Background: an optimization exercise with open tools, aiming at small area. Do not read the settings as production practice.
Only simulation tests tie the RTL to the original design; equivalence was not proved.
The clock port is modelled as an ideal driver; clocking choices that lean on that would not hold on a real chip.
No activity file was given, so power comes from the tool's default toggle rates.

Design jukebox_top, start of the top module:
module jukebox_top (
    input        clk,         
    input        rst_n,       
    input        uart_rx,     
    output       led_blink,
    output       led_pwm,
    output       buzzer,
    output       lcd_rs,
    output       lcd_en,
    output [3:0] lcd_data
);
For scale: about 820 cells after synthesis, ~12 I/O pins, about 6000 um2 of cells after synthesis.
Settings: LEC_CHECK=0, CAP_MARGIN=20, CORE_MARGIN=2, CORE_UTILIZATION=65, SLEW_MARGIN=20; clock period 80.0 ns.
standard.sh (not shown) runs the stock make flow with config.mk's settings and CLKGATE_MAP_FILE= SYNTH_SCRIPT=/design/flow/synth_recipe.tcl, a recipe that flattens the netlist after the stock synthesis.
==> flow/flow/run.sh <==
#!/bin/bash
# Layout flow: the standard synthesis, then the combinational logic between
# the registers is re-mapped for area with ABC, best of four seeds (registers,
# their names and cell types are kept), then the standard layout from
# floorplan to finish with a
# smaller clock tree (small buffers, no dummy loads, buffers upsized only
# where the flip-flops' clock edge is slow) and small port buffers.
set -euo pipefail
W=$(pwd)
F=$W/flow
R=$W/orfs/results/$FLOW_PLATFORM/jukebox_top/base
YOSYS=$(command -v yosys || echo "$FLOW_HOME/../tools/install/yosys/bin/yosys")

bash standard.sh synth > "$W/log_1_standard_synth.txt" 2>&1

cp "$R/1_2_yosys.v" "$W/standard_synth.v"
export LIBFILE="$FLOW_HOME/platforms/$FLOW_PLATFORM/lib/sky130_fd_sc_hd__tt_025C_1v80.lib"
export CELLMAP="$W/cellmap.v"
export STD_NETLIST="$W/standard_synth.v"
export OUT_NETLIST="$W/resynth.v"
"$YOSYS" -c "$F/cellmap.tcl" > "$W/log_2_cellmap.txt" 2>&1

# Four ABC runs with different random seeds; the smallest netlist is used.
best=""
for seed in 0 3 4 5; do
  sed "s/@SEED@/$seed/" "$F/area.abc.in" > "$W/area_$seed.abc"
  ABC_SCRIPT="$W/area_$seed.abc" OUT_NETLIST="$W/resynth_$seed.v" \
    "$YOSYS" -c "$F/resynth.tcl" > "$W/log_3_resynth_$seed.txt" 2>&1 &
done
wait
for seed in 0 3 4 5; do
  a=$(awk '/Chip area/ {print $NF}' "$W/log_3_resynth_$seed.txt" | tail -1)
  echo "seed $seed: $a" >> "$W/log_3_resynth_pick.txt"
  if [[ -s "$W/resynth_$seed.v" && -n "$a" ]]; then
    if [[ -z "$best" ]] || awk -v a="$a" -v b="$best_area" 'BEGIN {exit !(a < b)}'; then
      best=$seed; best_area=$a
    fi
  fi
done
echo "picked seed $best" >> "$W/log_3_resynth_pick.txt"
cp "$W/resynth_$best.v" "$OUT_NETLIST"

cp "$OUT_NETLIST" "$R/1_2_yosys.v"
rm -f "$R/1_synth.odb" "$R/1_synth.sdc"
bash standard.sh \
  "CTS_ARGS=$(cat "$F/cts_args.txt")" \
  "BUFFER_PORTS_ARGS=-buffer_cell sky130_fd_sc_hd__buf_1" \
  "POST_CTS_TCL=$F/post_cts.tcl" \
  finish > "$W/log_4_standard_layout.txt" 2>&1
==> flow/flow/area.abc.in <==
strash
&get -n
&deepsyn -T 60 -S @SEED@
&put
dch -f
amap
topo
==> flow/flow/resynth.tcl <==
# Re-map the combinational logic of the standard synthesis netlist for area.
# Sequential cells stay as they are (same instances, names and cell types).
yosys -import
set lib $::env(LIBFILE)
read_liberty -lib $lib
read_verilog $::env(STD_NETLIST)
hierarchy -top $::env(FLOW_TOP)
techmap -map $::env(CELLMAP)
simplemap
opt_clean
abc -script $::env(ABC_SCRIPT) -liberty $lib -dont_use *lpflow* -dont_use *probe*
setundef -zero
hilomap -singleton -hicell sky130_fd_sc_hd__conb_1 HI -locell sky130_fd_sc_hd__conb_1 LO
splitnets
opt_clean -purge
insbuf -buf sky130_fd_sc_hd__buf_1 A X
stat -liberty $lib
write_verilog -noattr -nohex -nodec $::env(OUT_NETLIST)
Other scripts of this flow, unchanged in this note and not shown: flow/flow/cellmap.tcl, flow/flow/cts_args.txt, flow/flow/post_cts.tcl
The baseline ran to the end with no violations.
Change:
--- a/flow/flow/run.sh
+++ b/flow/flow/run.sh
@@ -1,5 +1,5 @@
 #!/bin/bash
 # Layout flow: the standard synthesis, then the combinational logic between
-# the registers is re-mapped for area with ABC, best of four seeds (registers,
+# the registers is re-mapped for area with ABC, best of eight seeds (registers,
 # their names and cell types are kept), then the standard layout from
 # floorplan to finish with a
@@ -21,13 +21,18 @@
 "$YOSYS" -c "$F/cellmap.tcl" > "$W/log_2_cellmap.txt" 2>&1
 
-# Four ABC runs with different random seeds; the smallest netlist is used.
+# Eight ABC runs with different random seeds, four at a time; the smallest
+# netlist is used.
+SEEDS="0 3 4 5 6 7 8 9"
 best=""
-for seed in 0 3 4 5; do
-  sed "s/@SEED@/$seed/" "$F/area.abc.in" > "$W/area_$seed.abc"
-  ABC_SCRIPT="$W/area_$seed.abc" OUT_NETLIST="$W/resynth_$seed.v" \
-    "$YOSYS" -c "$F/resynth.tcl" > "$W/log_3_resynth_$seed.txt" 2>&1 &
-done
+run_seed() {
+  sed "s/@SEED@/$1/" "$F/area.abc.in" > "$W/area_$1.abc"
+  ABC_SCRIPT="$W/area_$1.abc" OUT_NETLIST="$W/resynth_$1.v" \
+    "$YOSYS" -c "$F/resynth.tcl" > "$W/log_3_resynth_$1.txt" 2>&1
+}
+for seed in 0 3 4 5; do run_seed $seed & done
 wait
-for seed in 0 3 4 5; do
+for seed in 6 7 8 9; do run_seed $seed & done
+wait
+for seed in $SEEDS; do
   a=$(awk '/Chip area/ {print $NF}' "$W/log_3_resynth_$seed.txt" | tail -1)
   echo "seed $seed: $a" >> "$W/log_3_resynth_pick.txt"
==> flow/flow/area.abc.in (replaced) <==
strash
&get -n
&deepsyn -T 60 -S @SEED@
&put
dch -f
amap -m
topo
CAP_MARGIN = 0   (was 20)
SLEW_MARGIN = 0   (was 20)
Total power decreases by 7.2%.
Design area hardly moves.
Utilization decreases by 0.20 points.
Routed wire length decreases by 3.0%.
Combinational power decreases by 25%.
Worst setup slack degrades by 0.22 ns.

* * *

maple:
jukebox_top, a different RTL version from the one above (not shown whole).
Size in the first run: about 810 cells after synthesis, about 12 I/O pins, ~5700 µm² of cells after synthesis.
Settings: LEC_CHECK=0, CAP_MARGIN=0, CORE_MARGIN=2, CORE_UTILIZATION=65, SLEW_MARGIN=0; clock period 80.0 ns.
==> flow/flow/run.sh <==
#!/bin/bash
# Layout flow: the standard synthesis, then the combinational logic between
# the registers is re-mapped for area with ABC, best of eight seeds (registers,
# their names and cell types are kept), then the standard layout from
# floorplan to finish with a
# smaller clock tree (small buffers, no dummy loads, buffers upsized only
# where the flip-flops' clock edge is slow) and small port buffers.
set -euo pipefail
W=$(pwd)
F=$W/flow
R=$W/orfs/results/$FLOW_PLATFORM/jukebox_top/base
YOSYS=$(command -v yosys || echo "$FLOW_HOME/../tools/install/yosys/bin/yosys")

bash standard.sh synth > "$W/log_1_standard_synth.txt" 2>&1

cp "$R/1_2_yosys.v" "$W/standard_synth.v"
export LIBFILE="$FLOW_HOME/platforms/$FLOW_PLATFORM/lib/sky130_fd_sc_hd__tt_025C_1v80.lib"
export CELLMAP="$W/cellmap.v"
export STD_NETLIST="$W/standard_synth.v"
export OUT_NETLIST="$W/resynth.v"
"$YOSYS" -c "$F/cellmap.tcl" > "$W/log_2_cellmap.txt" 2>&1

# Eight ABC runs with different random seeds, four at a time; the smallest
# netlist is used.
SEEDS="0 3 4 5 6 7 8 9"
best=""
run_seed() {
  sed "s/@SEED@/$1/" "$F/area.abc.in" > "$W/area_$1.abc"
  ABC_SCRIPT="$W/area_$1.abc" OUT_NETLIST="$W/resynth_$1.v" \
    "$YOSYS" -c "$F/resynth.tcl" > "$W/log_3_resynth_$1.txt" 2>&1
}
for seed in 0 3 4 5; do run_seed $seed & done
wait
for seed in 6 7 8 9; do run_seed $seed & done
wait
for seed in $SEEDS; do
  a=$(awk '/Chip area/ {print $NF}' "$W/log_3_resynth_$seed.txt" | tail -1)
  echo "seed $seed: $a" >> "$W/log_3_resynth_pick.txt"
  if [[ -s "$W/resynth_$seed.v" && -n "$a" ]]; then
    if [[ -z "$best" ]] || awk -v a="$a" -v b="$best_area" 'BEGIN {exit !(a < b)}'; then
      best=$seed; best_area=$a
    fi
  fi
done
echo "picked seed $best" >> "$W/log_3_resynth_pick.txt"
cp "$W/resynth_$best.v" "$OUT_NETLIST"

cp "$OUT_NETLIST" "$R/1_2_yosys.v"
rm -f "$R/1_synth.odb" "$R/1_synth.sdc"
bash standard.sh \
  "CTS_ARGS=$(cat "$F/cts_args.txt")" \
  "BUFFER_PORTS_ARGS=-buffer_cell sky130_fd_sc_hd__buf_1" \
  "POST_CTS_TCL=$F/post_cts.tcl" \
  finish > "$W/log_4_standard_layout.txt" 2>&1
==> flow/flow/area.abc.in <==
strash
&get -n
&deepsyn -T 240 -S @SEED@
&put
dch -f
amap -m
topo
==> flow/flow/post_cts.tcl <==
# Upsize the clock buffers that drive flip-flops with a slow clock edge
# (estimated slew over 105 ps), up to three rounds, then legalize again.
estimate_parasitics -placement
proc slow_clock_drivers { limit } {
  set drivers [dict create]
  foreach pin [get_pins -hierarchical */CLK] {
    set slew [get_property $pin slew_max_rise]
    set fall [get_property $pin slew_max_fall]
    if { $fall > $slew } { set slew $fall }
    if { $slew > $limit } {
      foreach drv [get_pins -of_objects [get_nets -of_objects $pin] -filter "direction==output"] {
        dict set drivers [get_full_name [get_cells -of_objects $drv]] 1
      }
    }
  }
  return [dict keys $drivers]
}
set bigger [dict create \
  sky130_fd_sc_hd__clkbuf_2 sky130_fd_sc_hd__clkbuf_4 \
  sky130_fd_sc_hd__clkbuf_4 sky130_fd_sc_hd__clkbuf_8 \
  sky130_fd_sc_hd__clkbuf_8 sky130_fd_sc_hd__clkbuf_16]
set upsized 0
for { set round 0 } { $round < 3 } { incr round } {
  foreach name [slow_clock_drivers 0.105] {
    set inst [get_cells $name]
    set master [get_property $inst ref_name]
    if { [dict exists $bigger $master] } {
      replace_cell $inst [dict get $bigger $master]
      incr upsized
    }
  }
  estimate_parasitics -placement
}
puts "post_cts: upsized $upsized clock buffers"
if { $upsized > 0 } {
  detailed_placement
  check_placement -verbose
  estimate_parasitics -placement
}
Scripts as last shown in full above: flow/flow/resynth.tcl
Other scripts of this flow, unchanged in this note and not shown: flow/flow/cellmap.tcl, flow/flow/cts_args.txt
[inputs] delta vs maple
--- a/flow/flow/post_cts.tcl
+++ b/flow/flow/post_cts.tcl
@@ -1,4 +1,4 @@
 # Upsize the clock buffers that drive flip-flops with a slow clock edge
-# (estimated slew over 105 ps), up to three rounds, then legalize again.
+# (estimated slew over 115 ps), to at most clkbuf_8, then legalize again.
 estimate_parasitics -placement
 proc slow_clock_drivers { limit } {
@@ -18,9 +18,8 @@
 set bigger [dict create \
   sky130_fd_sc_hd__clkbuf_2 sky130_fd_sc_hd__clkbuf_4 \
-  sky130_fd_sc_hd__clkbuf_4 sky130_fd_sc_hd__clkbuf_8 \
-  sky130_fd_sc_hd__clkbuf_8 sky130_fd_sc_hd__clkbuf_16]
+  sky130_fd_sc_hd__clkbuf_4 sky130_fd_sc_hd__clkbuf_8]
 set upsized 0
 for { set round 0 } { $round < 3 } { incr round } {
-  foreach name [slow_clock_drivers 0.105] {
+  foreach name [slow_clock_drivers 0.115] {
     set inst [get_cells $name]
     set master [get_property $inst ref_name]
[summary]
delta: PASS, flow complete, no timing, DRC or antenna violations
Status: synthesized area per cell parity (delta, maple)
delta vs. maple: detailed-route vias per instance -0.97%; worst path setup slack after routing +0.090 ns.
Here is what was changed in the inputs of amber compared with delta.
- CORE_UTILIZATION changed from 65 to 70
--- a/flow/flow/run.sh
+++ b/flow/flow/run.sh
@@ -1,5 +1,5 @@
 #!/bin/bash
 # Layout flow: the standard synthesis, then the combinational logic between
-# the registers is re-mapped for area with ABC, best of eight seeds (registers,
+# the registers is re-mapped for area with ABC, best of twelve seeds (registers,
 # their names and cell types are kept), then the standard layout from
 # floorplan to finish with a
@@ -21,7 +21,7 @@
 "$YOSYS" -c "$F/cellmap.tcl" > "$W/log_2_cellmap.txt" 2>&1
 
-# Eight ABC runs with different random seeds, four at a time; the smallest
+# Twelve ABC runs with different random seeds, four at a time; the smallest
 # netlist is used.
-SEEDS="0 3 4 5 6 7 8 9"
+SEEDS="0 3 4 5 6 7 8 9 10 11 12 13"
 best=""
 run_seed() {
@@ -33,4 +33,6 @@
 wait
 for seed in 6 7 8 9; do run_seed $seed & done
+wait
+for seed in 10 11 12 13; do run_seed $seed & done
 wait
 for seed in $SEEDS; do
Results
Maximum operating frequency delta (amber − delta): favourable. Worst stage delay on the critical path essentially unchanged between delta and amber. Compared with delta, in amber die height decreased by about 3.5% relative to the old numbers, portion of the clock cycle consumed by the worst path in the final layout closely matched the old numbers. amber: amount of wire on met2 after detailed routing 60 µm below delta. In amber, the portion of total power attributed to the clock network came out 1.5 points below the value in delta.
## Diff of input files: raven against amber
- CORE_UTILIZATION: 70 -> 65
--- a/flow/flow/run.sh
+++ b/flow/flow/run.sh
@@ -1,5 +1,5 @@
 #!/bin/bash
 # Layout flow: the standard synthesis, then the combinational logic between
-# the registers is re-mapped for area with ABC, best of twelve seeds (registers,
+# the registers is re-mapped for area with ABC, best of eight seeds (registers,
 # their names and cell types are kept), then the standard layout from
 # floorplan to finish with a
@@ -21,7 +21,7 @@
 "$YOSYS" -c "$F/cellmap.tcl" > "$W/log_2_cellmap.txt" 2>&1
 
-# Twelve ABC runs with different random seeds, four at a time; the smallest
+# Eight ABC runs with different random seeds, four at a time; the smallest
 # netlist is used.
-SEEDS="0 3 4 5 6 7 8 9 10 11 12 13"
+SEEDS="0 3 4 5 6 7 8 9"
 best=""
 run_seed() {
@@ -33,6 +33,4 @@
 wait
 for seed in 6 7 8 9; do run_seed $seed & done
-wait
-for seed in 10 11 12 13; do run_seed $seed & done
 wait
 for seed in $SEEDS; do
==> flow/flow/area.abc.in <==
strash
&get -n
&deepsyn -T 60 -S @SEED@
&put
dch -f
amap -m
topo
--- a/flow/flow/post_cts.tcl
+++ b/flow/flow/post_cts.tcl
@@ -1,4 +1,4 @@
 # Upsize the clock buffers that drive flip-flops with a slow clock edge
-# (estimated slew over 115 ps), to at most clkbuf_8, then legalize again.
+# (estimated slew over 105 ps), up to three rounds, then legalize again.
 estimate_parasitics -placement
 proc slow_clock_drivers { limit } {
@@ -18,8 +18,9 @@
 set bigger [dict create \
   sky130_fd_sc_hd__clkbuf_2 sky130_fd_sc_hd__clkbuf_4 \
-  sky130_fd_sc_hd__clkbuf_4 sky130_fd_sc_hd__clkbuf_8]
+  sky130_fd_sc_hd__clkbuf_4 sky130_fd_sc_hd__clkbuf_8 \
+  sky130_fd_sc_hd__clkbuf_8 sky130_fd_sc_hd__clkbuf_16]
 set upsized 0
 for { set round 0 } { $round < 3 } { incr round } {
-  foreach name [slow_clock_drivers 0.115] {
+  foreach name [slow_clock_drivers 0.105] {
     set inst [get_cells $name]
     set master [get_property $inst ref_name]
Notes after the runs:
- No stage failed in raven, and the final checks on the layout all came back clean.
- Going from amber to raven, mean post-synth cell area went down; per-cell via count in the routed design has decreased.
- Changes observed in raven relative to amber: post-layout worst setup margin higher; sequential share of layout area went down 0.32 points.
- Between raven and amber, it is raven whose synthesis-to-layout area growth is higher, by 0.48 points.
- Between raven and amber, the difference in total number of vias is negligible.
- Against amber, raven comes in 0.0015 mW higher on overall power of the completed layout.
- On final period demand of the worst path, raven does better than amber.
- Summary of the comparison: top achievable clock speed is higher in raven, relative to amber.

-- afterwards: timing with drivers on the ports --
The flow's constraints put no driver on any port. The routed layouts listed below were extracted and timed again, unchanged, in two steps.
Step 1 sets driving cells, clkbuf_16 on the clock port and buf_2 on the other inputs (assumed; they add their load-dependent delay and slew).
Step 2 times the ports against the registers' clock, not the clock port: input delays grow and output delays shrink by t, the midpoint of the rising clock arrivals with the driver on.
Three values: ideal, step 1, step 2; two values: the first two.
| run | t (ns) | setup slack, ns | slew at the worst register clock pin (ns) |
|---|---|---|---|
| the first run of note 1 | 0.523 | 60.166 / 60.133 / 60.656 | 0.10 / 0.10 |
| the second run of note 1 | 0.512 | 59.941 / 59.908 / 60.420 | 0.10 / 0.10 |
| maple | 0.488 | 59.871 / 59.831 / 60.319 | 0.10 / 0.10 |
| delta | 0.458 | 59.961 / 59.927 / 60.385 | 0.11 / 0.11 |
| amber | 0.453 | 60.050 / 60.018 / 60.470 | 0.12 / 0.12 |
| raven | 0.465 | 60.712 / 60.680 / 61.145 | 0.10 / 0.10 |
After both steps every run listed still meets setup and hold.
